Background: an optimization exercise with open tools, aiming at small area. Do not read the settings as production practice.
At most, simulation tests tie the RTL to the original design; equivalence was not proved.
No functional check of the RTL was part of run 3.
The clock cells of runs 5 to 7 come from the design's own scripts or RTL, not from TritonCTS.
The clock port is modelled as an ideal driver, which makes a skipped or thinned clock tree look cheaper than it is; a real chip needs a root buffer or a tree.
No activity file was given, so power comes from the tool's default toggle rates.

$ cat flow/config.mk
export PLATFORM = sky130hd
export DESIGN_NAME = uart
export DESIGN_NICKNAME = uart
export VERILOG_FILES = /design/flow/design.v
export SDC_FILE = /design/flow/constraint.sdc
export NUM_CORES = 4
export LEC_CHECK = 0
export CAP_MARGIN = 20
export CORE_MARGIN = 2
export CORE_UTILIZATION = 80
export CTS_BUF_LIST = sky130_fd_sc_hd__clkbuf_8
export SLEW_MARGIN = 20
$ cat flow/constraint.sdc
create_clock -name core_clock -period 10.0 [get_ports {clk}]
set_input_delay 2.0000 -clock core_clock [delete_from_list [all_inputs] [get_ports {clk}]]
set_output_delay 2.0000 -clock core_clock [all_outputs]
set_load 0.01 [all_outputs]
$ cat flow/design.v
module baudrate_gen
	(
		input clk, rst,
		output tick,
		output bit_tick
	);
	reg [9:0] lfsr;    
	reg [2:0] sub;     
	always @(posedge clk, posedge rst)
		if (rst)
			lfsr <= 10'd1;
		else
			lfsr <= {lfsr[8:0], lfsr[9] ^ lfsr[6]};
	assign tick = (lfsr == 10'd1);
	always @(posedge clk, posedge rst)
		if (rst)
			sub <= 3'b000;
		else if (tick)
			sub <= {sub[1:0], ~(sub[2] | sub[1])};
	assign bit_tick = tick & sub[2] & ~sub[1];
endmodule
module fifo
	#(parameter
		WORD = 8,
		SIZE = 8
	)
	(
		input clk, rst,
		input wr,                  
		input [WORD-1:0] wr_data,
		input rd,                  
		output [WORD-1:0] rd_data,
		output full, empty
	);
	reg [WORD-1:0] buf_r [0:SIZE-1];
	reg [SIZE-1:0] valid;
	reg [SIZE-1:0] move;     
	integer i;
	always @(*) begin
		move[0] = ~valid[0] | rd;
		for (i = 1; i < SIZE; i = i + 1)
			move[i] = ~valid[i] | move[i-1];
	end
	always @(posedge clk, posedge rst)
		if (rst)
			valid <= {SIZE{1'b0}};
		else begin
			for (i = 0; i < SIZE-1; i = i + 1)
				valid[i] <= move[i] ? valid[i+1] : 1'b1;
			valid[SIZE-1] <= move[SIZE-1] ? (wr & ~full) : 1'b1;
		end
	always @(posedge clk) begin
		for (i = 0; i < SIZE-1; i = i + 1)
			if (move[i])
				buf_r[i] <= buf_r[i+1];
		if (move[SIZE-1])
			buf_r[SIZE-1] <= wr_data;
	end
	assign rd_data = buf_r[0];
	assign full = &valid;
	assign empty = ~valid[0];
endmodule
module uart_rx
	(
		input clk, rst,
		input tick,
		input rx,
		output ready,
		output [7:0] rd_data
	);
	reg busy;
	reg [2:0] sub;     
	reg [9:0] sh;
	wire sample = busy & tick & sub[2] & ~sub[1];
	wire done = sample & ~sh[0];
	always @(posedge clk, posedge rst)
		if (rst)
			busy <= 1'b0;
		else if (~busy)
			busy <= ~rx;
		else if (done)
			busy <= 1'b0;
	always @(posedge clk)
		if (~busy)
			sub <= 3'b001;
		else if (tick)
			sub <= {sub[1:0], ~(sub[2] | sub[1])};
	always @(posedge clk)
		if (~busy | sample)
			sh <= {rx, sh[9:1]};
	assign ready = done;
	assign rd_data = sh[9:2];
endmodule
module uart_tx
	(
		input clk, rst,
		input bit_tick,
		input avail,             
		input [7:0] data,
		output start,            
		output tx
	);
	reg busy, line;
	reg [8:0] sh;
	wire free = ~busy | ~|sh;
	assign start = bit_tick & free & avail;
	always @(posedge clk, posedge rst)
		if (rst) begin
			busy <= 1'b0;
			line <= 1'b1;
		end else if (bit_tick) begin
			if (free) begin
				busy <= avail;
				line <= ~avail;
			end else
				line <= sh[0];
		end
	always @(posedge clk)
		if (bit_tick) begin
			if (~free)
				sh <= {1'b0, sh[8:1]};
			else if (avail)
				sh <= {1'b1, data};
		end
	assign tx = line;
endmodule
module uart
	(
		input clk, rst,
		output rx_ready,
		input rx,  
		output [7:0] rx_data,
		input uart_rx,	 
		input tx,
		input [7:0] tx_data,
		output tx_full,	 
		output uart_tx
	);
	wire tick, bit_tick;
	baudrate_gen baudrate_inst (
		.clk(clk), .rst(rst),
		.tick(tick), .bit_tick(bit_tick)
	);
	wire rx_done;
	wire [7:0] rx_byte;
	wire rx_empty, rx_full;
	uart_rx rx_inst (
		.clk(clk), .rst(rst),
		.tick(tick), .rx(uart_rx),
		.ready(rx_done), .rd_data(rx_byte)
	);
	fifo rx_fifo (
		.clk(clk), .rst(rst),
		.wr(rx_done), .wr_data(rx_byte),
		.rd(rx), .rd_data(rx_data),
		.full(rx_full), .empty(rx_empty)
	);
	assign rx_ready = ~rx_empty;
	wire tx_empty, tx_start;
	wire [7:0] tx_head;
	fifo tx_fifo (
		.clk(clk), .rst(rst),
		.wr(tx), .wr_data(tx_data),
		.rd(tx_start), .rd_data(tx_head),
		.full(tx_full), .empty(tx_empty)
	);
	uart_tx tx_inst (
		.clk(clk), .rst(rst),
		.bit_tick(bit_tick),
		.avail(~tx_empty), .data(tx_head),
		.start(tx_start), .tx(uart_tx)
	);
endmodule
$ cat flow/flow/run.sh
#!/bin/bash
# The standard layout (standard.sh), with three changes:
#  - ports are buffered with the smallest buffer;
#  - clock tree synthesis adds no dummy loads and builds the tree from
#    clkbuf_4 under a clkbuf_8 root;
#  - after clock tree synthesis, flow/post_cts.tcl gives each clock buffer the
#    smallest size that keeps the clock slew at its flip-flops low enough, and
#    each logic cell the smallest size that keeps timing, slew and load limits.
# make's output goes to standard.log; each step's own log is under orfs/logs.
set -euo pipefail
here=$(pwd)
export BUFFER_PORTS_ARGS="-buffer_cell sky130_fd_sc_hd__buf_1"
export CTS_ARGS="-sink_clustering_enable -repair_clock_nets -buf_list sky130_fd_sc_hd__clkbuf_4 -root_buf sky130_fd_sc_hd__clkbuf_8 -dont_use_dummy_load"
export POST_CTS_TCL="$here/flow/post_cts.tcl"
bash standard.sh > standard.log 2>&1
$ cat flow/flow/post_cts.tcl
# Resize the leaf clock buffers: for each, the smallest clkbuf whose estimated
# slew at every flip-flop clock pin it drives stays under the limit.
set slew_limit 0.110
set sizes {sky130_fd_sc_hd__clkbuf_4 sky130_fd_sc_hd__clkbuf_8 sky130_fd_sc_hd__clkbuf_16}

proc sink_slew { inst } {
  set out [get_pins -of_objects $inst -filter "direction==output"]
  set worst 0
  foreach p [get_pins -of_objects [get_nets -of_objects $out] -filter "direction==input"] {
    foreach a {max min} {
      foreach e {rise fall} {
        set s [get_property $p slew_${a}_$e]
        if {$s > $worst} { set worst $s }
      }
    }
  }
  return $worst
}

proc drives_registers { inst } {
  set out [get_pins -of_objects $inst -filter "direction==output"]
  foreach p [get_pins -of_objects [get_nets -of_objects $out] -filter "direction==input"] {
    if {[string match "*/CLK" [get_full_name $p]]} { return 1 }
  }
  return 0
}

estimate_parasitics -placement
set changed 0
foreach inst [get_cells clkbuf_*] {
  if {![drives_registers $inst]} { continue }
  set orig [get_property $inst ref_name]
  set chosen ""
  foreach m $sizes {
    replace_cell $inst $m
    estimate_parasitics -placement
    if {[sink_slew $inst] <= $slew_limit} { set chosen $m; break }
  }
  if {$chosen eq ""} { set chosen [lindex $sizes end]; replace_cell $inst $chosen }
  if {$chosen ne $orig} { incr changed }
  puts [format "post_cts: %s %s -> %s (%.1f ps)" [get_name $inst] $orig $chosen [expr {1000.0 * [sink_slew $inst]}]]
}
puts "post_cts: resized $changed clock buffers"
detailed_placement
check_placement -verbose
estimate_parasitics -placement

# Downsize logic cells: give each non-register, non-clock cell the smallest
# cell of the same function whose use adds no slew or capacitance violation
# and keeps setup and hold slack.
proc is_dont_use { name } {
  if {![info exists ::env(DONT_USE_CELLS)]} { return 0 }
  foreach pat $::env(DONT_USE_CELLS) {
    if {[string match $pat $name]} { return 1 }
  }
  return 0
}

proc timing_ok { } {
  if {[sta::max_slew_violation_count] > $::ds_slew0} { return 0 }
  if {[sta::max_capacitance_violation_count] > $::ds_cap0} { return 0 }
  if {[sta::worst_slack_cmd max] < 2.0e-9} { return 0 }
  if {[sta::worst_slack_cmd min] < $::ds_hold0} { return 0 }
  return 1
}

set ::ds_slew0 [sta::max_slew_violation_count]
set ::ds_cap0 [sta::max_capacitance_violation_count]
set ::ds_hold0 [expr {min(0.1e-9, [sta::worst_slack_cmd min])}]
set saved 0.0
foreach inst [get_cells *] {
  set m [get_property $inst ref_name]
  if {![regexp {^(sky130_fd_sc_hd__[a-z0-9]+)_([0-9]+)$} $m -> base drive]} { continue }
  if {[regexp {df|dl|clk|tap|fill|decap|conb} $base]} { continue }
  set cur_area [get_property [lindex [get_lib_cells */$m] 0] area]
  set cands {}
  foreach lc [get_lib_cells */${base}_*] {
    set n [get_name $lc]
    if {![regexp "^${base}_\[0-9\]+\$" $n]} { continue }
    if {[is_dont_use $n]} { continue }
    set a [get_property $lc area]
    if {$a < $cur_area} { lappend cands [list $a $n] }
  }
  foreach c [lsort -real -index 0 $cands] {
    replace_cell $inst [lindex $c 1]
    estimate_parasitics -placement
    if {[timing_ok]} {
      set saved [expr {$saved + $cur_area - [lindex $c 0]}]
      puts "post_cts: $inst $m -> [lindex $c 1]"
      break
    }
    replace_cell $inst $m
    estimate_parasitics -placement
  }
}
puts [format "post_cts: downsizing saved %.1f um2" $saved]
detailed_placement
check_placement -verbose
estimate_parasitics -placement
$ cat flow/standard.sh
#!/bin/bash
# synth_recipe.tcl (not shown) runs the flow's synth.tcl, then flattens the netlist and writes it again
# the make line also repeats each setting of config.mk as NAME=value (left out here)
make -C /OpenROAD-flow-scripts/flow DESIGN_CONFIG=/design/flow/config.mk WORK_HOME=/design/flow/orfs CLKGATE_MAP_FILE= SYNTH_SCRIPT=/design/flow/synth_recipe.tcl "${@:-finish}"
==> results.ini, run 1 <==
[synth]
synth_area_per_cell_um2 = 20.96
yosys_warnings = 5
synth_nets = 295
synth-seq-cells = 182
synth_area_mm2 = 0.005912
ys_seq_area_share_pct = 89.27
synth.distinct_cells = 37
syn_inst = 282

[die]
die-area_mm2 = 0.008094
ios = 24
fp.dieH_um = 89.97
rows = 31
core-area_mm2 = 0.007214
start_util_pct = 81.95
die_x_um = 89.97

[worst_setup_path]
crit_required_ns = 8.00
cp_max_fo = 8
r2r_cells = 4
critPathKind = flip-flop to output port
crit_path_end_kind = output port
worstPathArrival_ns = 2.02
start_kind = flip-flop
reg2reg_slack_ns = 6.73

[routing]
postRouteAntennaNets = 0
drc = 0
num_vias = 2500
detail_route.first_pass.iterations = 4
drt_iter0_markers = 211
totalWireLength_um = 8511
vias_per_cell = 5.995
wl_per_cell_um = 20.41

[sta]
setup-violations-final = 0
slew_viol_final = 0
fin_setup_tns_ns = 0
clock_skew_ns = 0.02745
grt_setup_unrepaired = false
fmax_mhz = 248.6
post-route-period-util_pct = 40.23
finalHoldViolCount = 0
setup_slack_ns = 5.977
timing.slew.headroom_pct = 41.11
worstMarginPinSlew_ns = 0.8780
min_period_ns = 4.023

[place]
dp_cells = 400
hpwl_um = 5282
place_worst_setup_slack_ns = 6.357
place.gp.congestion = 0.6885
portBuffers = 23
placed_area_mm2 = 0.006092

[layout]
drive_above_1_share_pct = 10.06
antenna_cells = 0
fin_area_mm2 = 0.006241
num-nets-final = 333
final_cell_count_no_fill = 417
area_delta_synth_final_pct = 5.566
fin_util_pct = 86.51

[hold_path]
hp-class = flip-flop to flip-flop
hold_depth = 0

[global_route]
antenna_found_initial = 0
grt_pass1_vias = 2606
grt_usage_pct = 23.40
grt_pass1_wl_um = 13460
grt-ovfl-total = 0
grt_start_max_net_pins = 33

[power_and_ir_drop]
share_comb_of_total_power_pct = 0.4
internal_power_uw = 918.9
p_leak_uw = 0.002265
seq_power_share_pct = 72.4
p_per_area_mw_per_mm2 = 178.9
p_sw_uw = 197.4
switching_share_pct = 17.68
ir_drop_uv = 142.5
pwr-share-clk_pct = 27.1

[cts]
cts_tree = yes
clk_transition_reported_paths_ns = 0.11
clkLatencyLatePin_ns = 0.41
cts_num_sinks = 182

[outcome]
outcome = finished clean

[job]
cap_violations = 0

Yosys cell counts (all sizes together):
master | instances | area (µm²)
dfstp | 2 | 52.55
a41o | 1 | 10.01
a21bo | 1 | 10.01
o41ai | 1 | 8.760
a31o | 3 | 26.28
inv | 5 | 18.77
nand2 | 26 | 97.59
nor4 | 1 | 6.260
mux2i | 3 | 30.03
buf | 3 | 30.03
a221oi | 1 | 8.760
and4 | 1 | 8.760
a21o | 3 | 22.52
o311ai | 1 | 8.760
nand2b | 8 | 50.05
and3 | 2 | 12.51
nor3 | 1 | 5.000
edfxtp | 147 | 4414
or4 | 1 | 11.26
dfrtp | 30 | 750.7
nand3 | 6 | 30.03
xor2 | 1 | 8.760
o31ai | 2 | 28.78
dfxtp | 3 | 60.06
or3 | 2 | 12.51
or2 | 2 | 12.51
clkbuf | 2 | 7.510
o21a | 1 | 7.510
nand4 | 6 | 37.54
nor2 | 2 | 7.510
nor2b | 4 | 25.02
a21oi | 2 | 10.01
mux2 | 5 | 56.30
o21ai | 2 | 10.01
nor4b | 1 | 15.01
cells in the final DEF (no fill, tap or decap), types with 2 or more instances in the layout:
master,count
nor2b_1,4
or2_2,2
buf_1,24
edfxtp_1,147
dfxtp_1,3
clkbuf_8,7
mux2_2,5
nand2b_1,8
clkbuf_4,10
or3_1,2
nand3_1,6
dfstp_2,2
a31o_2,3
a21o_1,3
o21ai_0,2
dfrtp_1,30
nand2_1,26
nor2_1,2
mux2i_1,3
nand4_1,6
a21oi_1,2
inv_1,4
and3_1,2
power by group through the flow:
stage	combinational [µW]	clock (µW)	sequential, µW
5_1_grt	5.58	340	809
3_3_place_gp	4.41	0	825
6_report	4.77	303	809
3_5_place_dp	4.77	0	826
2_1_floorplan	2.19	0	825
registers in the layout, summed over array words and instances (netlist names):
signal and count:
baudrate_inst.lfsr 10, tx_inst.line 1, rx_fifo.buf_r 64, rx_inst.sub 3, tx_inst.busy 1, rx_inst.busy 1, tx_fifo.buf_r 64, tx_inst.sh 9
tx_fifo.valid 8, baudrate_inst.sub 3, rx_fifo.valid 8, rx_inst.sh 10
final timing paths:
| check | endpoint | from |
|---|---|---|
| setup / recovery | tx_full | tx_fifo.valid[0] |
| hold / removal | rx_fifo.buf_r[6][2] | rx_fifo.buf_r[7][2] |
| setup reg to reg | tx_fifo.buf_r[1][4] | tx_inst.sh[4] |
| hold reg to reg | rx_fifo.buf_r[6][2] | rx_fifo.buf_r[7][2] |
| max in group asynchronous | baudrate_inst.lfsr[3] | rst |
| min in group asynchronous | rx_fifo.valid[6] | rst |
through the flow:
stage,hold WS [ns],total power [µW]
3_3_place_gp,0.3582,829.9
2_1_floorplan,0.3540,827.7
5_1_grt,0.3991,1154
6_report,0.3989,1116
3_5_place_dp,0.3902,830.3
kinds of logic (layout without fill, tap and decap cells):
| family | after synthesis | after routing | share of synthesized area [%] |
|---|---|---|---|
| DFF | 182 | 182 | 89.27 |
| and+or+nand+nor | 63 | 63 | 5.608 |
| AOI/OAI and AO/OA | 18 | 18 | 2.561 |
| buffers and inverters | 10 | 46 | 0.9525 |
| muxes | 8 | 8 | 1.460 |
| xor gates and xnor gates | 1 | 1 | 0.1482 |
area by class of cell:
cell class / count / area (µm²)
clock buffer: 17 / 171.4
fill: 286 / 973.4
tap: 99 / 123.9
timing repair buffer: 24 / 90.09
sequential: 182 / 5278
multi-input combinational: 90 / 559.3
inverter: 5 / 18.77
routing by layer:
metal,wire length (µm),vias up,GRT usage [%]
met3,392,16,7.125
met2,4561,83,38.76
met4,187,0,11.41
li1,-,1137,-
met1,3370,1264,28.77
met5,0,-,0
critical path: stages, from the launching register on:
cell and delay, ns:
dfrtp_1 0.54, and4_1 0.36, and3_1 0.30, and3_1 0.25, buf_1 0.17
==> run 2: changes to the inputs <==
--- a/flow/config.mk
+++ b/flow/config.mk
@@ -7,6 +7,6 @@
 export LEC_CHECK = 0
 export CAP_MARGIN = 20
 export CORE_MARGIN = 2
-export CORE_UTILIZATION = 80
+export CORE_UTILIZATION = 70
 export CTS_BUF_LIST = sky130_fd_sc_hd__clkbuf_8
 export SLEW_MARGIN = 20
==> run 2 against run 1 <==
Utilization decreased by 10 points. Register-to-register slack better by 0.22 ns. Setup slack better by 0.17 ns. Wire length decreased by 28%. Critical path depth did not move. Final cell count up 1.7%. Area after synthesis unchanged. Highest routed layer unchanged.
==> results.ini, run 2 <==
[outcome]
outcome = finished clean

[sta]
worstMarginPinSlew_ns = 0.7952
slew_viol_final = 0
fin_hold_ws_ns = 0.3518
finalHoldViolCount = 0
setup-violations-final = 0
min_period_ns = 3.849
timing.slew.headroom_pct = 46.67
clock_skew_ns = 0.02808
post-route-period-util_pct = 38.49
fmax_mhz = 259.8
fin_setup_tns_ns = 0
grt_setup_unrepaired = false

[routing]
totalWireLength_um = 6159
drt_iter0_markers = 89
detail_route.first_pass.iterations = 4
vias_per_cell = 5.528
num_vias = 2344
postRouteAntennaNets = 0
wl_per_cell_um = 14.53
drc = 0

[synth]
yosys_warnings = 5
synth_area_per_cell_um2 = 20.96
synth_area_mm2 = 0.005912
synth_nets = 295
synth_common_cells = edfxtp_1 (147), dfrtp_1 (30), nand2_1 (26), nand2b_1 (8)
synth_edf_count = 147
synth.distinct_cells = 37
syn_inst = 282
ys_seq_area_share_pct = 89.27
synth_top_area_share_pct = 74.67
synthFlopType = edfxtp_1
synth_area_leaders = edfxtp_1 (75%), dfrtp_1 (13%), nand2_1 (1.7%)
yosysTopAreaCell = edfxtp_1
async_reset_ff_share_pct = 17.58
synth-seq-cells = 182
synth.most_common_cell = edfxtp_1

[layout]
final_cell_mix = edfxtp_1 (147), dfrtp_1 (30), nand2_1 (26), buf_1 (24), clkbuf_4 (10)
drive_above_1_share_pct = 10.03
num-nets-final = 334
antenna_cells = 0
final_common_cell = edfxtp_1
fill_cells = 443
fin_area_mm2 = 0.006254
area_delta_synth_final_pct = 5.778
fin_util_pct = 76.11
largestRegisters = rx_fifo.buf_r x64, tx_fifo.buf_r x64

[die]
die_x_um = 95.90
core-area_mm2 = 0.008217
fp.dieH_um = 95.90
start_util_pct = 71.95
die-area_mm2 = 0.009197
rows = 33
ios = 24

[cts]
clk_transition_reported_paths_ns = 0.10
clkLatencyLatePin_ns = 0.41
cts_num_sinks = 182
cts_tree = yes

[global_route]
grt_pass1_wl_um = 9701
grt-ovfl-total = 0
grt_pass1_vias = 2195
antenna_found_initial = 0
grt_usage_pct = 14.81
grt_start_max_net_pins = 33

[worst_setup_path]
crit_required_ns = 8.00
start_kind = flip-flop
worstPathArrival_ns = 1.85
critical_path.top_delay_family = simple AND/OR/NAND/NOR gates
crit_path_end_kind = output port
slowest_stage = dfrtp_1
path_buf_inv = 1
critPathKind = flip-flop to output port
r2r_cells = 4
cp_max_fo = 8
cpPeakStageDelay_ns = 0.47
reg2reg_slack_ns = 6.95
cp_cell_sequence = and4_1 -> and3_1 -> and3_1 -> buf_1
r2r-start = tx_inst.sh[4]
crit_top_cell = and3_1
rr_endpoint = tx_fifo.buf_r[6][4]

[hold_path]
hp-class = flip-flop to flip-flop
min_from = baudrate_inst.lfsr[3]
min_to = baudrate_inst.lfsr[4]
hold_depth = 0

[place]
place.gp.congestion = 0.6762
portBuffers = 23
placed_area_mm2 = 0.006107
hpwl_um = 4205

[power_and_ir_drop]
p_leak_uw = 0.002270
p_per_area_mw_per_mm2 = 177.3
fin_total_pwr_uw = 1109
ir_drop_uv = 118.3

[job]
cap_violations = 0

==> run 2: changes by cell type in the layout (fill, tap and decap cells not counted), sizes merged <==
cell	change
buf	+1
==> run 2: worst max-delay path by stage <==
| stage | slack [ns] | endpoint | from | cells after the start |
|---|---|---|---|---|
| global route | 6.00 | tx_full | tx_fifo.valid[0] | 4 |
| global placement | 6.48 | rx_fifo.buf_r[6][2] | rx | 5 |
| detailed placement | 6.40 | rx_fifo.buf_r[6][6] | rx | 5 |
| floorplan | 6.74 | tx_full | tx_fifo.valid[0] | 4 |
| finish | 6.15 | tx_full | tx_fifo.valid[0] | 4 |
==> run 2: kinds of logic (layout without fill, tap and decap cells) <==
| family | count (synthesis) | in the layout | synth area share, % |
|---|---|---|---|
| compound gates | 18 | 18 | 2.561 |
| xor+xnor | 1 | 1 | 0.1482 |
| buf+inv | 10 | 47 | 0.9525 |
| flops | 182 | 182 | 89.27 |
| mux | 8 | 8 | 1.460 |
| simple gates | 63 | 63 | 5.608 |
==> run 2: where the power goes <==
part / switching (µW) / internal (µW)
combinational: 3.16 / 1.39
clock: 187 / 109
sequential: 0.147 / 808
==> run 2: final cells by class <==
class	instances	area [µm²]	area share, %
Tap cell	105	131.4	2.101
Multi-Input combinational cell	90	559.3	8.944
Sequential cell	182	5278	84.39
Timing Repair Buffer	25	95.09	1.521
Inverter	5	18.77	0.3001
Clock buffer	17	171.4	2.741
==> run 2: stage by stage <==
stage / setup slack, ns / cells
2_1_floorplan: 6.742 / 282
3_3_place_gp: 6.483 / 407
3_5_place_dp: 6.396 / 407
5_1_grt: 6.000 / 424
6_report: 6.151 / 424
==> run 2: layer usage <==
metal	GRT usage, %	vias up	share of wire [%]
met5	0	-	0
met4	6.429	0	0.75
met3	5.873	5	5.3
met2	23.72	50	50
met1	18.13	1142	44
li1	-	1147	-
==> run 3: changes to the inputs <==
--- a/flow/design.v
+++ b/flow/design.v
@@ -102,7 +102,7 @@
 	);
 	reg busy, line;
 	reg [8:0] sh;
-	wire free = ~busy | ~|sh;
+	wire free = ~|sh;
 	assign start = bit_tick & free & avail;
 	always @(posedge clk, posedge rst)
 		if (rst) begin
@@ -116,12 +116,8 @@
 				line <= sh[0];
 		end
 	always @(posedge clk)
-		if (bit_tick) begin
-			if (~free)
-				sh <= {1'b0, sh[8:1]};
-			else if (avail)
-				sh <= {1'b1, data};
-		end
+		if (bit_tick | ~busy)
+			sh <= {start, sh[8:1] | ({8{start}} & data)};
 	assign tx = line;
 endmodule
 module uart
==> run 3 against run 2 <==
Critical endpoint unchanged. Non-clock buffer count fell by 1. Flip-flop and latch count did not move. Setup slack got worse by 0.061 ns. Critical path depth did not move. Cell area fell by 0.42%. Highest routed layer unchanged. Via count rose by 0.38%.
==> results.ini, run 3 <==
[layout]
final_cell_count_no_fill = 414
drive_above_1_share_pct = 11.33
final_cell_mix = edfxtp_1 (147), dfrtp_1 (30), buf_1 (23), nand2_1 (11), clkbuf_4 (11)
num-nets-final = 324
area_delta_synth_final_pct = 5.512
final_common_cell = edfxtp_1
antenna_cells = 0
largestRegisters = rx_fifo.buf_r x64, tx_fifo.buf_r x64

[synth]
synth_area_leaders = edfxtp_1 (75%), dfrtp_1 (13%), a31o_2 (1.5%)
synth-seq-cells = 182
synth_nets = 286
synth_top_area_share_pct = 74.79
syn_inst = 273
synth.most_common_cell = edfxtp_1
yosys_warnings = 5
synth_edf_count = 147
ys_seq_area_share_pct = 89.42
synth.distinct_cells = 39
synth_area_mm2 = 0.005902
synth_area_per_cell_um2 = 21.62
yosysTopAreaCell = edfxtp_1
synth_common_cells = edfxtp_1 (147), dfrtp_1 (30), nand2_1 (11), a31o_2 (10), nand2b_1 (7)
async_reset_ff_share_pct = 17.58
synthFlopType = edfxtp_1

[worst_setup_path]
crit_path_end_kind = output port
start_kind = flip-flop
critPathKind = flip-flop to output port
r2r_cells = 4
worstPathArrival_ns = 1.91
cp_max_fo = 16
crit_required_ns = 8.00
rr_endpoint = tx_fifo.buf_r[4][0]
r2r-start = baudrate_inst.lfsr[0]
reg2reg_slack_ns = 7.26

[sta]
post-route-period-util_pct = 39.11
min_period_ns = 3.911
clock_skew_ns = 0.03521
worstMarginPinSlew_ns = 0.7583
timing.slew.headroom_pct = 49.11
slew_viol_final = 0
setup-violations-final = 0
grt_setup_unrepaired = false
finalHoldViolCount = 0
fin_setup_tns_ns = 0
setup_slack_ns = 6.089
fmax_mhz = 255.7

[cts]
clk_transition_reported_paths_ns = 0.11
cts_num_sinks = 182
clkLatencyLatePin_ns = 0.41
cts_tree = yes

[place]
portBuffers = 23
place_worst_setup_slack_ns = 6.395
place.gp.congestion = 0.7084
dp_cells = 397
hpwl_um = 4357

[global_route]
antenna_found_initial = 0
grt_usage_pct = 15.64
grt_pass1_wl_um = 10240
grt-ovfl-total = 0
grt_start_max_net_pins = 33
grt_pass1_vias = 2266

[die]
start_util_pct = 72.19
fp.dieH_um = 95.82
die-area_mm2 = 0.009181
core-area_mm2 = 0.008175
rows = 33
ios = 24
die_x_um = 95.82

[hold_path]
hold_depth = 0
min_from = baudrate_inst.lfsr[4]
min_to = baudrate_inst.lfsr[5]
hp-class = flip-flop to flip-flop

[routing]
num_vias = 2353
detail_route.first_pass.iterations = 4
drt_iter0_markers = 124
wl_per_cell_um = 15.37
totalWireLength_um = 6364
vias_per_cell = 5.684
postRouteAntennaNets = 0
drc = 0

[power_and_ir_drop]
p_leak_uw = 0.002276
fin_total_pwr_uw = 1102
p_per_area_mw_per_mm2 = 177.0
ir_drop_uv = 117.7

[outcome]
outcome = finished clean

[job]
cap_violations = 0

[run 3: worst max-delay path by stage]
stage	startpoint	to	slack (ns)
after floorplan	rx	rx_fifo.buf_r[6][0]	6.81
after global placement	rx	rx_fifo.buf_r[6][2]	6.49
after detailed placement	rx	rx_fifo.buf_r[6][4]	6.39
after global routing	tx_fifo.valid[0]	tx_full	5.91
final	tx_fifo.valid[0]	tx_full	6.09
[run 3: cell families after synthesis]
family	count (synthesis)	share of synthesized area, %
XOR/XNOR	1	0.1484
AND/OR/NAND/NOR	52	5.236
buffers and inverters	10	0.9116
AO/OA/AOI/OAI	21	3.011
multiplexers	7	1.272
flip-flops	182	89.42
[run 3: metrics by stage]
stage,util [%],hold WS (ns),instance area [µm²]
final,76.17,0.3675,6227
after global routing,76.17,0.3869,6227
after detailed placement,74.52,0.3744,6092
after global placement,74.52,0.3614,6092
after floorplan,-,0.3543,5902
[run 3: cell type report]
type / instances / area, µm²
sequential: 182 / 5278
timing repair buffer: 24 / 91.34
clock buffer: 17 / 165.2
inverter: 5 / 18.77
multi-input combinational: 81 / 543.0
tap: 105 / 131.4
fill: 466 / 1948
[run 3: metal layers]
metal / global-route usage (%) / up-vias / share of wire [%] / routed length (µm)
met5: 0 / - / 0 / 0
met4: 6.429 / 0 / 1.3 / 85
met3: 6.108 / 9 / 5.7 / 360
met2: 24.01 / 62 / 50 / 3159
met1: 20.45 / 1155 / 43 / 2759
li1: - / 1127 / - / -
[run 3: report_power, final]
part | switching [µW] | total [µW] | internal (µW) | leakage (µW)
registers | 0.165 | 809 | 808 | 0.00187
logic | 3.25 | 4.64 | 1.39 | 0.000311
clock network | 184 | 289 | 105 | 0.0000937
[run 3: worst max-delay path: stages (launching register included)]
cell and delay, ns:
dfrtp_1 0.64, and3_1 0.43, nand2_1 0.09, nor2_1 0.18, buf_1 0.17
==> run 4: changes to the inputs <==
--- a/flow/design.v
+++ b/flow/design.v
@@ -11,7 +11,7 @@
 			lfsr <= 10'd1;
 		else
 			lfsr <= {lfsr[8:0], lfsr[9] ^ lfsr[6]};
-	assign tick = (lfsr == 10'd1);
+	assign tick = ~|lfsr[9:1];    
 	always @(posedge clk, posedge rst)
 		if (rst)
 			sub <= 3'b000;
==> run 4 against run 3 <==
Global-route usage up 0.64 points. Wire length up 3.9%. Clock-buffer cell count unchanged. Sequential power up 35%. Via count down 1.6%. Flip-flop and latch count unchanged. Critical path type unchanged. Largest power group unchanged.
==> results.ini, run 4 <==
[die]
die_x_um = 95.69
ios = 24
start_util_pct = 71.98
rows = 33
core-area_mm2 = 0.008175
fp.dieH_um = 95.69
die-area_mm2 = 0.009156

[worst_setup_path]
cp_cell_sequence = and3_1 -> and3_1 -> buf_1
crit_path_end_kind = output port
slowest_stage = dfrtp_1
crit_top_cell = and3_1
cpPeakStageDelay_ns = 0.63
start_kind = flip-flop
critical_path.top_delay_family = simple AND/OR/NAND/NOR gates
cp_max_fo = 15
critPathKind = flip-flop to output port
crit_required_ns = 8.00
path_buf_inv = 1
worstPathArrival_ns = 1.91

[synth]
synthFlopType = edfxtp_1
yosys_warnings = 5
synth_area_per_cell_um2 = 21.63
synth_common_cells = edfxtp_1 (147), dfrtp_1 (30), a31o_2 (12), nand2_1 (10)
synth.distinct_cells = 36
synth_edf_count = 147
synth_nets = 285
synth.most_common_cell = edfxtp_1
synth-seq-cells = 182
synth_top_area_share_pct = 75.02
async_reset_ff_share_pct = 17.58
synth_area_mm2 = 0.005884
ys_seq_area_share_pct = 89.69
yosysTopAreaCell = edfxtp_1
syn_inst = 272
synth_area_leaders = edfxtp_1 (75%), dfrtp_1 (13%), a31o_2 (1.8%)

[hold_path]
hp-class = flip-flop to flip-flop

[place]
place.gp.congestion = 0.6877
portBuffers = 23
hpwl_um = 4545

[sta]
fin_setup_tns_ns = 0
fin_hold_ws_ns = 0.3787
fmax_mhz = 255.6
worstMarginPinSlew_ns = 0.7286
post-route-period-util_pct = 39.12
slew_viol_final = 0
clock_skew_ns = 0.02095
grt_setup_unrepaired = false
min_period_ns = 3.912
timing.slew.headroom_pct = 51.43
setup-violations-final = 0
finalHoldViolCount = 0

[cts]
clkLatencyLatePin_ns = 0.40
cts_num_sinks = 182
clk_transition_reported_paths_ns = 0.09
cts_tree = yes

[routing]
detail_route.first_pass.iterations = 4
totalWireLength_um = 6612
drc = 0
vias_per_cell = 5.605
drt_iter0_markers = 135
num_vias = 2315
wl_per_cell_um = 16.01
postRouteAntennaNets = 0

[global_route]
grt_usage_pct = 16.28
antenna_found_initial = 0
grt_start_max_net_pins = 33
grt_pass1_vias = 2278
grt-ovfl-total = 0
grt_pass1_wl_um = 10580

[power_and_ir_drop]
p_leak_uw = 0.002229
p_per_area_mw_per_mm2 = 232.9
ir_drop_uv = 169.4

[job]
cap_violations = 0

[layout]
fill_cells = 459
final_common_cell = edfxtp_1
antenna_cells = 0
drive_above_1_share_pct = 11.69
num-nets-final = 323
area_delta_synth_final_pct = 5.486
final_cell_mix = edfxtp_1 (147), dfrtp_1 (30), buf_1 (23), a31o_2 (12)
largestRegisters = rx_fifo.buf_r x64, tx_fifo.buf_r x64

[outcome]
outcome = finished clean

run 4: worst paths after layout:
kind,from,to,slack (ns),cells past startpoint
min reg2reg,baudrate_inst.lfsr[4],baudrate_inst.lfsr[5],0.38,0
max,tx_fifo.valid[0],tx_full,6.09,3
min,baudrate_inst.lfsr[4],baudrate_inst.lfsr[5],0.38,0
max reg2reg,baudrate_inst.lfsr[1],tx_fifo.buf_r[3][0],7.33,4
max in group asynchronous,rst,baudrate_inst.lfsr[3],7.75,3
min in group asynchronous,rst,rx_fifo.valid[0],1.77,3
run 4: layout make-up:
type | count | area [µm²] | share of cell area [%]
inverter | 5 | 18.77 | 0.3024
sequential | 182 | 5278 | 85.02
timing repair buffer | 24 | 91.34 | 1.471
multi-input combinational | 80 | 516.7 | 8.325
clock buffer | 17 | 171.4 | 2.762
tap | 105 | 131.4 | 2.117
run 4: power by group:
group	leakage, µW	switching [µW]	internal, µW	total (µW)
clock	0.0000963	186	109	295
combinational	0.000284	41.7	21.7	63.5
sequential	0.00185	57.2	1030	1090
run 4: layer usage:
metal  vias up  part of all wire (%)  GRT usage [%]
li1       1118                     -              -
met1      1142                    44          20.77
met2        51                    51          26.28
met3         4                   3.9          5.455
met4         0                  0.80          6.429
met5         -                     0              0
run 4: worst register-to-register path, stage by stage, from the launching register on:
cell and delay, ns:
dfrtp_1 0.39, nor4_1 0.42, nand3_1 0.48, or2_1 0.62
nand3_1 0.44
run 4: cell families (layout without fill, tap and decap cells):
kind of cell | count (synthesis) | after routing | synth area share (%)
muxes | 6 | 6 | 1.084
DFF | 182 | 182 | 89.69
buffers and inverters | 10 | 46 | 0.9143
AOI/OAI and AO/OA | 22 | 22 | 3.168
and+or+nand+nor | 51 | 51 | 4.997
xor gates and xnor gates | 1 | 1 | 0.1489
run 4: stage by stage:
stage                     worst slack, ns  instances  area [µm²]  utilization, %  total power [µW]
after floorplan                     6.813        272        5884               -              1126
after global placement              6.486        396        6075           74.30              1155
after detailed placement            6.374        396        6075           74.30              1175
after global routing                5.876        413        6207           75.93              1513
final                               6.088        413        6207           75.93              1446
==> run 5: changes to the inputs <==
--- a/flow/flow/run.sh
+++ b/flow/flow/run.sh
@@ -3,7 +3,9 @@
 #  - ports are buffered with the smallest buffer;
 #  - clock tree synthesis adds no dummy loads and builds the tree from
 #    clkbuf_4 under a clkbuf_8 root;
-#  - after clock tree synthesis, flow/post_cts.tcl gives each clock buffer the
+#  - after clock tree synthesis, flow/post_cts.tcl rebuilds the clock tree as
+#    one root buffer and 16 leaf buffers over equal groups of flip-flops
+#    (flow/manual_cts.tcl), then gives each clock buffer the
 #    smallest size that keeps the clock slew at its flip-flops low enough, and
 #    each logic cell the smallest size that keeps timing, slew and load limits.
 # make's output goes to standard.log; each step's own log is under orfs/logs.
==> flow/flow/manual_cts.tcl (new file) <==
# Replace the clock tree that CTS built by one level of buffers: the flip-flops
# are split into groups by placement (k-means), and each group is driven by
# one buffer placed at its centre and fed straight from the clock net.
proc mcts_build { nclusters bufmaster rootmaster } {
  set block [ord::get_db_block]
  set db [ord::get_db]
  set port_net [$block findNet clk]
  # sinks: clock pins of all flip-flops
  set sinks {}
  foreach inst [$block getInsts] {
    set it [$inst findITerm CLK]
    if {$it eq "NULL" || $it eq ""} { continue }
    set bb [$inst getBBox]
    lappend sinks [list $it [expr {([$bb xMin] + [$bb xMax]) / 2.0}] [expr {([$bb yMin] + [$bb yMax]) / 2.0}]]
  }
  set n [llength $sinks]
  # k-means, seeded along a diagonal sweep
  set sorted [lsort -real -index 1 $sinks]
  set cents {}
  for {set k 0} {$k < $nclusters} {incr k} {
    set s [lindex $sorted [expr {int(($k + 0.5) * $n / $nclusters)}]]
    lappend cents [list [lindex $s 1] [lindex $s 2]]
  }
  set cap [expr {int(ceil(double($n) / $nclusters))}]
  for {set iter 0} {$iter < 30} {incr iter} {
    # balanced assignment: sinks in order of their best distance, each to the
    # nearest centre that still has room
    set cand {}
    foreach s $sinks {
      set ds {}
      for {set k 0} {$k < $nclusters} {incr k} {
        set c [lindex $cents $k]
        lappend ds [list $k [expr {abs([lindex $s 1] - [lindex $c 0]) + abs([lindex $s 2] - [lindex $c 1])}]]
      }
      set ds [lsort -real -index 1 $ds]
      lappend cand [list $s $ds [lindex $ds 0 1]]
    }
    set cand [lsort -real -index 2 $cand]
    set count {}
    for {set k 0} {$k < $nclusters} {incr k} { lappend count 0 }
    set assign {}
    foreach c $cand {
      foreach kd [lindex $c 1] {
        set k [lindex $kd 0]
        if {[lindex $count $k] < $cap} {
          lset count $k [expr {[lindex $count $k] + 1}]
          lappend assign [list [lindex $c 0] $k]
          break
        }
      }
    }
    set sx {}; set sy {}
    for {set k 0} {$k < $nclusters} {incr k} { lappend sx 0.0; lappend sy 0.0 }
    foreach a $assign {
      set k [lindex $a 1]; set s [lindex $a 0]
      lset sx $k [expr {[lindex $sx $k] + [lindex $s 1]}]
      lset sy $k [expr {[lindex $sy $k] + [lindex $s 2]}]
    }
    set newc {}
    for {set k 0} {$k < $nclusters} {incr k} {
      set m [lindex $count $k]
      if {$m == 0} { lappend newc [lindex $cents $k] } else {
        lappend newc [list [expr {[lindex $sx $k] / $m}] [expr {[lindex $sy $k] / $m}]]
      }
    }
    set cents $newc
  }
  # remove the tree CTS built
  set old_insts {}
  set old_nets {}
  foreach inst [$block getInsts] {
    set name [$inst getName]
    if {[string match "clkbuf_*" $name] || [string match "clkload*" $name]} { lappend old_insts $inst }
  }
  foreach inst $old_insts {
    set out [$inst findITerm X]
    if {$out ne "NULL" && $out ne ""} {
      set net [$out getNet]
      if {$net ne "NULL" && $net ne "" && [$net getName] ne "clk"} { lappend old_nets $net }
    }
  }
  foreach a $assign { [lindex $a 0 0] disconnect }
  foreach inst $old_insts { odb::dbInst_destroy $inst }
  foreach net $old_nets { odb::dbNet_destroy $net }
  # a root buffer, so that the clock port drives one cell
  set root [odb::dbInst_create $block [$db findMaster $rootmaster] "clkbuf_root"]
  set root_net [odb::dbNet_create $block "clknet_root"]
  $root_net setSigType CLOCK
  [$root findITerm A] connect $port_net
  [$root findITerm X] connect $root_net
  set rx 0.0; set ry 0.0
  foreach c $cents { set rx [expr {$rx + [lindex $c 0]}]; set ry [expr {$ry + [lindex $c 1]}] }
  $root setLocation [expr {int($rx / $nclusters)}] [expr {int($ry / $nclusters)}]
  $root setPlacementStatus PLACED
  # the leaf buffers
  set master [$db findMaster $bufmaster]
  set bufs {}
  for {set k 0} {$k < $nclusters} {incr k} {
    set inst [odb::dbInst_create $block $master "clkbuf_leaf_$k"]
    set net [odb::dbNet_create $block "clknet_leaf_$k"]
    $net setSigType CLOCK
    [$inst findITerm A] connect $root_net
    [$inst findITerm X] connect $net
    set c [lindex $cents $k]
    $inst setLocation [expr {int([lindex $c 0])}] [expr {int([lindex $c 1])}]
    $inst setPlacementStatus PLACED
    lappend bufs $inst
  }
  foreach a $assign {
    set k [lindex $a 1]
    [lindex $a 0 0] connect [$block findNet "clknet_leaf_$k"]
  }
  puts "mcts: $n sinks in $nclusters groups of [join $count { }]"
  return $bufs
}
--- a/flow/flow/post_cts.tcl
+++ b/flow/flow/post_cts.tcl
@@ -1,3 +1,10 @@
+# Rebuild the clock tree as a clkbuf_8 root feeding 16 clkbuf_4 leaves, each
+# driving an equal share of the flip-flops grouped by placement.
+source [file join [file dirname [info script]] manual_cts.tcl]
+mcts_build 16 sky130_fd_sc_hd__clkbuf_4 sky130_fd_sc_hd__clkbuf_8
+detailed_placement
+check_placement -verbose
+
 # Resize the leaf clock buffers: for each, the smallest clkbuf whose estimated
 # slew at every flip-flop clock pin it drives stays under the limit.
 set slew_limit 0.110
==> run 5 against run 4 <==
Clock power about the same. Critical endpoint unchanged. Clock skew up 0.019 ns. Register-to-register slack worse by 0.04 ns. Via count about the same. Still clean on timing, DRC and antenna.
==> results.ini, run 5 <==
[synth]
synth_area_mm2 = 0.005884
synth_edf_count = 147
synth-seq-cells = 182
ys_seq_area_share_pct = 89.69
synth.distinct_cells = 36
yosysTopAreaCell = edfxtp_1
synth.most_common_cell = edfxtp_1
async_reset_ff_share_pct = 17.58
synth_top_area_share_pct = 75.02
synth_area_per_cell_um2 = 21.63
yosys_warnings = 5
syn_inst = 272
synth_area_leaders = edfxtp_1 (75%), dfrtp_1 (13%), a31o_2 (1.8%)
synth_nets = 285
synthFlopType = edfxtp_1
synth_common_cells = edfxtp_1 (147), dfrtp_1 (30), a31o_2 (12), nand2_1 (10)

[die]
rows = 33
fp.dieH_um = 95.69
ios = 24
die_x_um = 95.69
die-area_mm2 = 0.009156
start_util_pct = 71.98
core-area_mm2 = 0.008175

[routing]
postRouteAntennaNets = 0
drc = 0
totalWireLength_um = 6698
num_vias = 2316
drt_iter0_markers = 100
detail_route.first_pass.iterations = 4
wl_per_cell_um = 16.22
vias_per_cell = 5.608

[sta]
grt_setup_unrepaired = false
setup_slack_ns = 6.033
fin_setup_tns_ns = 0
worstMarginPinSlew_ns = 0.7256
min_period_ns = 3.968
finalHoldViolCount = 0
timing.slew.headroom_pct = 51.63
fmax_mhz = 252.0
fin_hold_ws_ns = 0.3801
slew_viol_final = 0
post-route-period-util_pct = 39.68
setup-violations-final = 0
clock_skew_ns = 0.04035

[worst_setup_path]
critPathKind = flip-flop to output port
r2r_cells = 4
start_kind = flip-flop
cp_max_fo = 15
crit_required_ns = 8.00
crit_path_end_kind = output port
worstPathArrival_ns = 1.97

[power_and_ir_drop]
p_per_area_mw_per_mm2 = 232.9
ir_drop_uv = 157.1
p_leak_uw = 0.002226

[place]
hpwl_um = 4545
portBuffers = 23
dp_cells = 396
place_worst_setup_slack_ns = 6.374
place.gp.congestion = 0.6877

[cts]
clk_transition_reported_paths_ns = 0.11
clkLatencyLatePin_ns = 0.44
cts_num_sinks = 182

[global_route]
grt_pass1_vias = 2271
grt_usage_pct = 15.30
grt_pass1_wl_um = 10580
grt_start_max_net_pins = 33
antenna_found_initial = 0
grt-ovfl-total = 0

[layout]
final_common_cell = edfxtp_1
area.sequential_mm2 = 0.005278
fill_cells = 456
area_delta_synth_final_pct = 5.380
drive_above_1_share_pct = 11.69
multi_input_area_um2 = 516.7
largestRegisters = rx_fifo.buf_r x64, tx_fifo.buf_r x64
final_cell_count_no_fill = 413
final_cell_mix = edfxtp_1 (147), dfrtp_1 (30), buf_1 (23), a31o_2 (12), clkbuf_4 (11)
antenna_cells = 0
num-nets-final = 323

[outcome]
outcome = finished clean

[hold_path]
hp-class = flip-flop to flip-flop
hold_depth = 0

[job]
cap_violations = 0

run 5: cell count changes in the layout (fill, tap and decap cells not counted):
cell	before	now
clkbuf_4	10	11
clkbuf_8	7	6
run 5: through the flow:
stage,total power [µW],cell area (µm²),util (%)
after detailed placement,1175,6075,74.30
final,1444,6201,75.85
after global routing,1511,6201,75.85
after floorplan,1126,5884,-
after global placement,1155,6075,74.30
run 5: metal layers:
| metal | part of all wire, % | global-route usage, % |
|---|---|---|
| met5 | 0 | 0 |
| met4 | 1.4 | 3.690 |
| met3 | 4.2 | 3.557 |
| met2 | 51 | 26.40 |
| met1 | 43 | 20.11 |
run 5: cell families (layout without fill, tap and decap cells):
family / after synthesis / in the layout / share of synthesized area (%)
flops: 182 / 182 / 89.69
simple gates: 51 / 51 / 4.997
mux: 6 / 6 / 1.084
xor+xnor: 1 / 1 / 0.1489
compound gates: 22 / 22 / 3.168
buf+inv: 10 / 46 / 0.9143
run 5: power by group:
| group | internal [µW] | switching (µW) |
|---|---|---|
| logic | 21.7 | 41.5 |
| clock network | 104 | 190 |
| registers | 1030 | 57.1 |
run 5: final timing paths:
path | startpoint | to | slack (ns)
max in group asynchronous | rst | rx_fifo.valid[3] | 7.78
hold / removal | tx_fifo.buf_r[6][6] | tx_fifo.buf_r[5][6] | 0.38
min in group asynchronous | rst | tx_fifo.valid[7] | 1.71
setup / recovery | tx_fifo.valid[0] | tx_full | 6.03
hold reg to reg | tx_fifo.buf_r[6][6] | tx_fifo.buf_r[5][6] | 0.38
setup reg to reg | baudrate_inst.lfsr[1] | tx_fifo.buf_r[3][4] | 7.29
run 5: worst max-delay path: stages, from the launching register on:
cell	delay, ns
dfrtp_1	0.63
and3_1	0.46
and3_1	0.27
buf_1	0.17
run 5: layout make-up:
type,instances,area share (%)
sequential,182,85.11
multi-input combinational,80,8.333
timing repair buffer,24,1.473
tap,105,2.119
buffer,17,2.663
inverter,5,0.3027
==> run 6: changes to the inputs <==
--- a/flow/flow/run.sh
+++ b/flow/flow/run.sh
@@ -4,7 +4,7 @@
 #  - clock tree synthesis adds no dummy loads and builds the tree from
 #    clkbuf_4 under a clkbuf_8 root;
 #  - after clock tree synthesis, flow/post_cts.tcl rebuilds the clock tree as
-#    one root buffer and 16 leaf buffers over equal groups of flip-flops
+#    one root buffer and 18 leaf buffers over equal groups of flip-flops
 #    (flow/manual_cts.tcl), then gives each clock buffer the
 #    smallest size that keeps the clock slew at its flip-flops low enough, and
 #    each logic cell the smallest size that keeps timing, slew and load limits.
--- a/flow/flow/post_cts.tcl
+++ b/flow/flow/post_cts.tcl
@@ -1,7 +1,7 @@
-# Rebuild the clock tree as a clkbuf_8 root feeding 16 clkbuf_4 leaves, each
+# Rebuild the clock tree as a clkbuf_8 root feeding 18 clkbuf_4 leaves, each
 # driving an equal share of the flip-flops grouped by placement.
 source [file join [file dirname [info script]] manual_cts.tcl]
-mcts_build 16 sky130_fd_sc_hd__clkbuf_4 sky130_fd_sc_hd__clkbuf_8
+mcts_build 18 sky130_fd_sc_hd__clkbuf_4 sky130_fd_sc_hd__clkbuf_8
 detailed_placement
 check_placement -verbose
 
--- a/flow/config.mk
+++ b/flow/config.mk
@@ -7,6 +7,6 @@
 export LEC_CHECK = 0
 export CAP_MARGIN = 20
 export CORE_MARGIN = 2
-export CORE_UTILIZATION = 70
+export CORE_UTILIZATION = 80
 export CTS_BUF_LIST = sky130_fd_sc_hd__clkbuf_8
 export SLEW_MARGIN = 20
==> run 6 against run 5 <==
Clock skew decreased by 0.017 ns. Register-to-register slack got worse by 0.22 ns. Final cell count decreased by 0.97%. Sequential share of layout area increased by 0.33 points. Total power decreased by 0.39%. Critical path depth unchanged. Clock power decreased by 4%. Worst hold slack improved by 0.016 ns. Setup slack got worse by 0.095 ns. Die area decreased by 12%.
==> results.ini, run 6 <==
[outcome]
outcome = finished clean

[layout]
fill_cells = 302
final_cell_mix = edfxtp_1 (147), dfrtp_1 (30), buf_1 (23), clkbuf_4 (18), a31o_2 (12)
largestRegisters = rx_fifo.buf_r x64, tx_fifo.buf_r x64
num-nets-final = 325
area_delta_synth_final_pct = 4.975
final_common_cell = edfxtp_1
antenna_cells = 0
fin_util_pct = 86.09
drive_above_1_share_pct = 12.26

[cts]
cts_num_sinks = 182
clkLatencyLatePin_ns = 0.43
clk_transition_reported_paths_ns = 0.11

[hold_path]
hold_depth = 0
hp-class = flip-flop to flip-flop

[synth]
synth_compound_area_share_pct = 3.168
synth_common_cells = edfxtp_1 (147), dfrtp_1 (30), a31o_2 (12), nand2_1 (10)
synth-seq-cells = 182
synth.distinct_cells = 36
synth_nets = 285
synth_area_mm2 = 0.005884
async_reset_ff_share_pct = 17.58
synth_top_family_by_area = simple AND/OR/NAND/NOR gates
synth_area_leaders = edfxtp_1 (75%), dfrtp_1 (13%), a31o_2 (1.8%)
synthFlopType = edfxtp_1
synthMuxAreaShare_pct = 1.084
synth_area_per_cell_um2 = 21.63
syn_inst = 272
synth_edf_count = 147
ys_seq_area_share_pct = 89.69
yosysTopAreaCell = edfxtp_1
yosys_warnings = 5
synth.most_common_cell = edfxtp_1
synth_top_area_share_pct = 75.02
synth_fa_ha_area_share_pct = 0
synth_xor_xnor_area_share_pct = 0.1488
yosys.area_share.simple_pct = 4.997

[place]
portBuffers = 23
hpwl_um = 5544
place_worst_setup_slack_ns = 6.355
place.gp.congestion = 0.7277

[sta]
slew_viol_final = 0
min_period_ns = 4.063
fmax_mhz = 246.1
clock_skew_ns = 0.02302
worstMarginPinSlew_ns = 0.7217
fin_setup_tns_ns = 0
post-route-period-util_pct = 40.63
setup-violations-final = 0
setup_slack_ns = 5.937
grt_setup_unrepaired = false
timing.slew.headroom_pct = 51.88
finalHoldViolCount = 0

[routing]
vias_per_cell = 6.010
drc = 0
drt_iter0_markers = 110
postRouteAntennaNets = 0
totalWireLength_um = 7915
detail_route.first_pass.iterations = 4
wl_per_cell_um = 19.35
num_vias = 2458

[job]
cap_violations = 0

[power_and_ir_drop]
p_leak_uw = 0.002222
internal_power_uw = 1144
p_sw_uw = 294.2
p_per_area_mw_per_mm2 = 232.9
pwr-share-clk_pct = 19.5
ir_drop_uv = 175.0
switching_share_pct = 20.45
seq_power_share_pct = 76.0
share_comb_of_total_power_pct = 4.5

[die]
core-area_mm2 = 0.007176
ios = 24
start_util_pct = 82.01
die_x_um = 89.77
rows = 31
die-area_mm2 = 0.008058
fp.dieH_um = 89.77

[worst_setup_path]
r2r-start = baudrate_inst.lfsr[1]
crit_required_ns = 8.00
cp_cell_sequence = and3_1 -> and3_1 -> buf_1
reg2reg_slack_ns = 7.07
startpoint = tx_fifo.valid[0]
cpPeakStageDelay_ns = 0.69
crit_path_end_kind = output port
critPathKind = flip-flop to output port
slowest_stage = dfrtp_1
start_kind = flip-flop
rr_endpoint = tx_fifo.buf_r[3][2]
r2r_cells = 4
crit_top_cell = and3_1
cp_max_fo = 15
endpoint = tx_full
worstPathArrival_ns = 2.06

[global_route]
grt_usage_pct = 20.40
grt-ovfl-total = 0
antenna_found_initial = 0
grt_start_max_net_pins = 33
grt_pass1_vias = 2541
grt_pass1_wl_um = 12570

==> run 6: changes by cell type in the layout (fill, tap and decap cells not counted), sizes merged <==
| cell | change |
|---|---|
| clkbuf | +2 |
==> run 6: final cells by class <==
cell class | count | area (µm²) | share of cell area, %
Tap cell | 99 | 123.9 | 2.005
Inverter | 5 | 18.77 | 0.3038
Multi-Input combinational cell | 80 | 516.7 | 8.365
Sequential cell | 182 | 5278 | 85.44
Buffer | 19 | 148.9 | 2.410
Timing Repair Buffer | 24 | 91.34 | 1.479
==> run 6: worst min path at each step <==
stage                                        to  slack [ns]                  start
after detailed placement  baudrate_inst.lfsr[3]        0.38  baudrate_inst.lfsr[2]
final                     baudrate_inst.lfsr[9]        0.40  baudrate_inst.lfsr[8]
after global routing      baudrate_inst.lfsr[1]        0.41  baudrate_inst.lfsr[0]
after global placement    baudrate_inst.lfsr[8]        0.36  baudrate_inst.lfsr[7]
after floorplan           baudrate_inst.lfsr[9]        0.35  baudrate_inst.lfsr[8]
==> run 6: critical path: cells and delay by family, from the launching register on <==
family	cells	cell delay, ns
simple gates	2	0.78
flops	1	0.69
buf+inv	1	0.17
==> run 6: through the flow <==
| stage | area [µm²] | total power [µW] | hold WS [ns] | instances |
|---|---|---|---|---|
| floorplan | 5884 | 1126 | 0.3543 | 272 |
| global placement | 6067 | 1153 | 0.3574 | 390 |
| detailed placement | 6067 | 1181 | 0.3846 | 390 |
| global route | 6177 | 1496 | 0.4120 | 409 |
| finish | 6177 | 1439 | 0.3961 | 409 |
==> run 6: per-layer routing <==
metal / up-vias / track usage [%] / share of wire [%] / routed length (µm)
met5: - / 0 / 0 / 0
met4: 0 / 7.564 / 2.1 / 168
met3: 16 / 3.437 / 5.2 / 412
met2: 89 / 37.50 / 55 / 4351
met1: 1230 / 24.62 / 38 / 2983
li1: 1123 / - / - / -
==> run 6: cells by family (layout without fill, tap and decap cells) <==
group / Yosys count / after routing
flops: 182 / 182
simple gates: 51 / 51
compound gates: 22 / 22
xor+xnor: 1 / 1
buf+inv: 10 / 48
mux: 6 / 6
==> run 6: power groups by stage <==
stage	combinational (µW)	clock [µW]	sequential [µW]
floorplan	35.2	0	1090
global placement	64.4	0	1090
detailed placement	68.2	0	1110
global route	72.4	315	1110
finish	64.9	281	1090
==> run 7: changes to the inputs <==
--- a/flow/config.mk
+++ b/flow/config.mk
@@ -7,6 +7,6 @@
 export LEC_CHECK = 0
 export CAP_MARGIN = 20
 export CORE_MARGIN = 2
-export CORE_UTILIZATION = 80
+export CORE_UTILIZATION = 70
 export CTS_BUF_LIST = sky130_fd_sc_hd__clkbuf_8
 export SLEW_MARGIN = 20
==> run 7 against run 6 <==
Sequential share of layout area down 0.10 points. Area after synthesis unchanged. Total power down 0.45%. Largest cell class unchanged.
==> results.ini, run 7 <==
[sta]
timing.slew.headroom_pct = 52.28
post-route-period-util_pct = 39.60
fin_setup_tns_ns = 0
worstMarginPinSlew_ns = 0.7158
min_period_ns = 3.960
setup-violations-final = 0
fin_hold_ws_ns = 0.3841
grt_setup_unrepaired = false
slew_viol_final = 0
finalHoldViolCount = 0
clock_skew_ns = 0.02733
fmax_mhz = 252.5

[synth]
ys_seq_area_share_pct = 89.69
synth_top_area_share_pct = 75.02
synth_nets = 285
synthFlopType = edfxtp_1
yosysTopAreaCell = edfxtp_1
synth-seq-cells = 182
synth.most_common_cell = edfxtp_1
synth.distinct_cells = 36
synth_edf_count = 147
async_reset_ff_share_pct = 17.58
synth_common_cells = edfxtp_1 (147), dfrtp_1 (30), a31o_2 (12), nand2_1 (10)
synth_area_mm2 = 0.005884
syn_inst = 272
synth_area_per_cell_um2 = 21.63
synth_area_leaders = edfxtp_1 (75%), dfrtp_1 (13%), a31o_2 (1.8%)
yosys_warnings = 5

[routing]
postRouteAntennaNets = 0
detail_route.first_pass.iterations = 4
totalWireLength_um = 6705
drt_iter0_markers = 92
wl_per_cell_um = 16.16
vias_per_cell = 5.641
drc = 0
num_vias = 2341

[global_route]
gr-usage-met3_pct = 3.953
grt_usage_pct = 15.38
grt_pass1_vias = 2285
grt_most_used_layer = met2
grt_pass1_wl_um = 10620
antenna_found_initial = 0
grt-ovfl-total = 0
met1_usage_pct = 20.34
grt_start_max_net_pins = 33
use_met2_pct = 26.11

[power_and_ir_drop]
p_leak_uw = 0.002222
p_per_area_mw_per_mm2 = 231.6
share_comb_of_total_power_pct = 4.4
p_sw_uw = 288.3
ir_drop_uv = 169.1
switching_share_pct = 20.13
internal_power_uw = 1144
pwr-share-clk_pct = 19.7
seq_power_share_pct = 75.9

[die]
fp.dieH_um = 95.69
start_util_pct = 71.98
core-area_mm2 = 0.008175
die-area_mm2 = 0.009156
die_x_um = 95.69
rows = 33
ios = 24

[layout]
fin_util_pct = 75.65
antenna_cells = 0
final_cell_count_no_fill = 415
drive_above_1_share_pct = 12.26
area_delta_synth_final_pct = 5.103
fin_area_mm2 = 0.006185
final_common_cell = edfxtp_1
num-nets-final = 325
largestRegisters = rx_fifo.buf_r x64, tx_fifo.buf_r x64
final_cell_mix = edfxtp_1 (147), dfrtp_1 (30), buf_1 (23), clkbuf_4 (18), a31o_2 (12)

[cts]
clkLatencyLatePin_ns = 0.43
clk_transition_reported_paths_ns = 0.10
cts_num_sinks = 182

[worst_setup_path]
crit_path_end_kind = output port
critPathKind = flip-flop to output port
cp_max_fo = 15
worstPathArrival_ns = 1.96
r2r-start = baudrate_inst.lfsr[1]
reg2reg_slack_ns = 7.30
startpoint = tx_fifo.valid[0]
crit_required_ns = 8.00
start_kind = flip-flop

[outcome]
outcome = finished clean

[hold_path]
hp-class = flip-flop to flip-flop
min_from = baudrate_inst.lfsr[4]

[place]
hpwl_um = 4545
placed_area_mm2 = 0.006075
portBuffers = 23
dp_cells = 396
place.gp.congestion = 0.6877

[job]
cap_violations = 0

run 7: cell counts after synthesis:
No cell type changed its count.
run 7: path summary, 6_finish.rpt:
check / to / cells past startpoint
hold reg to reg: baudrate_inst.lfsr[5] / 0
min in group asynchronous: rx_fifo.valid[0] / 3
max in group asynchronous: baudrate_inst.lfsr[8] / 3
hold / removal: baudrate_inst.lfsr[5] / 0
setup reg to reg: tx_fifo.buf_r[3][4] / 4
setup / recovery: tx_full / 3
run 7: logic make-up after synthesis:
family / after synthesis / synth area share [%]
xor+xnor: 1 / 0.1489
compound gates: 22 / 3.168
simple gates: 51 / 4.997
flops: 182 / 89.69
mux: 6 / 1.084
buf+inv: 10 / 0.9143
run 7: area by class of cell:
class	instances	area, µm²
sequential	182	5278
fill	460	1991
inverter	5	18.77
timing repair buffer	24	91.34
multi-input combinational	80	516.7
buffer	19	148.9
tap	105	131.4
run 7: layer usage:
metal	wire length [µm]	vias up
met5	0	-
met4	95	0
met3	352	13
met2	3436	66
met1	2820	1138
li1	-	1124
run 7: metrics by stage:
stage | setup slack, ns | power, µW
after floorplan | 6.813 | 1126
after global placement | 6.486 | 1155
after detailed placement | 6.374 | 1175
after global routing | 5.826 | 1499
final | 6.040 | 1432
run 7: worst max-delay path, cell delays in order, from the launching register on:
cell and delay [ns]:
dfrtp_1 0.63, and3_1 0.46, and3_1 0.27, buf_1 0.17
run 7: power groups by stage:
stage | Combinational, µW | Clock (µW) | Sequential (µW)
detailed placement | 68.4 | 0 | 1110
global placement | 64.9 | 0 | 1090
finish | 63.4 | 281 | 1090
floorplan | 35.2 | 0 | 1090
global route | 73.1 | 321 | 1110

==> port drivers added, routing unchanged <==
The results above use ideal ports. As a check the final layouts listed here were re-extracted and re-timed, cells and wires unchanged.
Step 1 (the two cells are an assumption about what drives the block):
set clk [get_ports {clk}]
set_driving_cell -lib_cell sky130_fd_sc_hd__clkbuf_16 $clk
set_driving_cell -lib_cell sky130_fd_sc_hd__buf_2 [delete_from_list [all_inputs] $clk]
Step 2, shift: input delay + t, output delay - t, t = (earliest + latest rising clock arrival at the registers) / 2. This alone moves slack from input paths to output paths.
a / b / c = ideal / step 1 / step 2; a / b = the first two.
run | t, ns | slack for setup (ns) | worst hold slack (ns)
run 1 | 0.431 | 5.977 / 5.944 / 6.302 | 0.399 / 0.399 / 0.399
run 2 | 0.429 | 6.151 / 6.120 / 6.408 | 0.352 / 0.352 / 0.352
run 3 | 0.426 | 6.089 / 6.059 / 6.386 | 0.367 / 0.367 / 0.367
run 4 | 0.418 | 6.088 / 6.058 / 6.365 | 0.379 / 0.379 / 0.379
run 5 | 0.447 | 6.033 / 6.002 / 6.355 | 0.380 / 0.380 / 0.380
run 6 | 0.451 | 5.937 / 5.904 / 6.331 | 0.396 / 0.396 / 0.396
run 7 | 0.451 | 6.040 / 6.010 / 6.369 | 0.384 / 0.384 / 0.384
After both steps every run listed still meets setup and hold.
